This design comes from an exercise in tuning for small area on the open sky130 flow, not from production work.
In this exercise RTL edits were held to simulation tests only and were not proved equivalent to the original.
Power figures rest on the tool's default switching activity, not on a simulated workload.

Setup of S:
## DIGITAL_CLOCK
module DIGITAL_CLOCK(
	RESETN, CLK,
	KEY,
	LCD_RS, LCD_RW,
	LCD_DATA, PIEZO
);
input RESETN, CLK;
input [4:0] KEY;
output reg LCD_RS, LCD_RW;
output reg [7:0] LCD_DATA;
output wire PIEZO;
wire rst = !RESETN;
localparam OP_MENU = 3'd1, OP_SETV = 3'd2, OP_SETC = 3'd3, OP_CANC = 3'd4,
           OP_INC = 3'd5, OP_DEC = 3'd6, OP_TOG = 3'd7, OP_NOP = 3'd0;
reg [14:0] kcnt;
reg [1:0] ph;           
reg [2:0] op;           
reg [3:0] mode;         
reg meridian, ae;
wire k_menu = (KEY == 5'b10000);
wire k_set = (KEY == 5'b01000);
wire k_cancel = (KEY == 5'b00100);
wire k_up = (KEY == 5'b00010);
wire k_down = (KEY == 5'b00001);
wire kvalid = k_menu | k_set | k_cancel | k_up | k_down;
wire m_view = (mode[2:0] == 3'd0);
wire setc = (op == OP_SETC);
wire setting_ok = setc & ph[1];                  
wire s_or_as = setc & (ph[1] ^ ph[0]);           
wire kterm = (kcnt == 15'd23269);
wire act = kvalid & !setting_ok & kterm;
reg [2:0] eff_op;
always @(*) begin
	eff_op = OP_NOP;
	if (k_menu) eff_op = OP_MENU;
	if (k_set) eff_op = m_view ? OP_SETV : OP_SETC;
	if (k_cancel) eff_op = m_view ? OP_TOG : OP_CANC;
  ...
Size: roughly 18 I/O pins, ~0.012 mm2 of cells after synthesis.
Settings: LEC_CHECK=0, ABC_AREA=1, CAP_MARGIN=5, CORE_MARGIN=2, CORE_UTILIZATION=70, GPL_TIMING_DRIVEN=0, SLEW_MARGIN=5; clock period 10.0 ns.
standard.sh (not shown) runs the stock make flow with config.mk's settings and CLKGATE_MAP_FILE= SYNTH_SCRIPT=/design/flow/synth_recipe.tcl, a recipe that flattens the netlist after the stock synthesis.
==> flow/flow/run.sh <==
#!/bin/bash
# Own flow: the standard synthesis, then the combinational cells re-mapped by stronger
# ABC scripts (flip-flops untouched; the smallest result is kept), then the standard
# layout of that netlist with small port buffers and a clock tree without dummy loads.
set -euo pipefail
W=$(pwd)
R=$W/orfs/results/${FLOW_PLATFORM}/DIGITAL_CLOCK/base
YOSYS=$FLOW_HOME/../tools/install/yosys/bin/yosys
[ -x "$YOSYS" ] || YOSYS=yosys

bash standard.sh synth > std_synth.log 2>&1
cp "$R/1_2_yosys.v" "$W/std_synth_netlist.v"

export REOPT_LIB=$FLOW_HOME/platforms/${FLOW_PLATFORM}/lib/sky130_fd_sc_hd__tt_025C_1v80.lib
export REOPT_IN=$W/std_synth_netlist.v
grep -oE '^\s*sky130_fd_sc_hd__\w*df\w*\s+\S+' "$REOPT_IN" | sort > ff_std.txt
best=""
best_area=""
for i in 1 2 3 4 5; do
  export REOPT_OUT=$W/reopt_netlist_$i.v
  export REOPT_ABC=$W/flow/reopt$i.abc
  if "$YOSYS" -c "$W/flow/reopt.tcl" > reopt_$i.log 2>&1; then
    # the flip-flops must be exactly the standard synthesis's
    grep -oE '^\s*sky130_fd_sc_hd__\w*df\w*\s+\S+' "$REOPT_OUT" | sort > ff_reopt_$i.txt
    if cmp -s ff_std.txt ff_reopt_$i.txt; then
      a=$(awk '/Chip area/ {print $NF}' "$REOPT_OUT.stat")
      echo "reopt $i: $a" >> reopt_choice.log
      if [ -z "$best" ] || awk -v a="$a" -v b="$best_area" 'BEGIN {exit !(a < b)}'; then
        best=$REOPT_OUT
        best_area=$a
      fi
    fi
  fi
done
[ -n "$best" ]
echo "kept $best ($best_area)" >> reopt_choice.log
cp "$best" "$R/1_2_yosys.v"
touch "$R/1_2_yosys.v"

# port buffers: the smallest buffer; clock tree: small buffers, no dummy loads
export BUFFER_PORTS_ARGS="-buffer_cell sky130_fd_sc_hd__buf_1"
export CTS_ARGS="-sink_clustering_enable -repair_clock_nets -dont_use_dummy_load -buf_list {sky130_fd_sc_hd__clkbuf_4} -sink_clustering_size 10 -sink_clustering_max_diameter 35"
bash standard.sh > std_layout.log 2>&1
==> flow/flow/reopt4.abc <==
strash
dch -f
map -a
mfs2
strash
dch -f
map -a
mfs2
strash
dch -f
map -a
mfs2
strash
dch -f
amap
topo
==> flow/flow/reopt5.abc <==
strash
dc2
dch -f
map -a
mfs2
strash
dch -f
map -a
mfs2
strash
dch -f
amap
topo
Other scripts of this flow, unchanged in this note and not shown: flow/flow/reopt.tcl, flow/flow/reopt1.abc, flow/flow/reopt2.abc, flow/flow/reopt3.abc
Every stage of S finished as expected; the final checks, on the other hand, flagged capacitance limit, slew limit, which means the layout fails.
--- input diff S..R ---
- changing CAP_MARGIN from 5 to 20
- changing SLEW_MARGIN from 5 to 20
-- flow/flow/run.sh --
<<< S, line 17
best=""
best_area=""
for i in 1 2 3 4 5; do
  export REOPT_OUT=$W/reopt_netlist_$i.v
  export REOPT_ABC=$W/flow/reopt$i.abc
>>> R, line 17
best=""
best_area=""
for i in 1 2 3; do
  export REOPT_OUT=$W/reopt_netlist_$i.v
  export REOPT_ABC=$W/flow/reopt$i.abc
<<< S, line 40
# port buffers: the smallest buffer; clock tree: small buffers, no dummy loads
export BUFFER_PORTS_ARGS="-buffer_cell sky130_fd_sc_hd__buf_1"
export CTS_ARGS="-sink_clustering_enable -repair_clock_nets -dont_use_dummy_load -buf_list {sky130_fd_sc_hd__clkbuf_4} -sink_clustering_size 10 -sink_clustering_max_diameter 35"
bash standard.sh > std_layout.log 2>&1
>>> R, line 40
# port buffers: the smallest buffer; clock tree: small buffers, no dummy loads
export BUFFER_PORTS_ARGS="-buffer_cell sky130_fd_sc_hd__buf_1"
export CTS_ARGS="-sink_clustering_enable -repair_clock_nets -dont_use_dummy_load -buf_list {sky130_fd_sc_hd__clkbuf_4} -sink_clustering_size 8 -sink_clustering_max_diameter 30"
bash standard.sh > std_layout.log 2>&1
removed: flow/flow/reopt4.abc
removed: flow/flow/reopt5.abc
## What came out
Layout checks on S: not met. Flow itself completed; violations: capacitance limit, slew limit. R ran to completion and came out clean on the timing, design-rule and antenna checks. Slew of the pin with the lowest slew margin was higher in S than in R. Looking at R and S, the cell count after placement is a wash. Looking at ratio of final minimum period to clock period, R sits 18 points lower than S does. Changes observed in R relative to S: detailed-routed wire length on met3 shrank by 130 um; portion of total power attributed to the clock network grew by 2.0 points; non-clock buffer area fraction after layout +0.27 points; wire length of the first global-routing pass moved up; number of flip-flops and latches now sits at about the same level. Going from S to R, final cell count now larger; worst slew slack as a fraction of its limit moved up; number of global-route vias before repair now sits higher.

## what the ideal ports hide
No port has a modelled driver above. Below, the same layouts with a new extraction and two added sets of constraints.
Step 1 sets driving cells, clkbuf_16 on the clock port and buf_2 on the other inputs (assumed; they add their load-dependent delay and slew).
Step 2 also shifts input and output timing later by t, the mid clock arrival at the registers, as if the neighbouring blocks saw the same clock.
a / b / c = ideal / step 1 / step 2; a / b = the first two.
run	t, ns	setup slack, ns	worst slew at a driven data input, ns
S	0.663	2.474 / 2.474 / 2.474	0.03
R	0.685	4.252 / 4.252 / 4.252	0.03
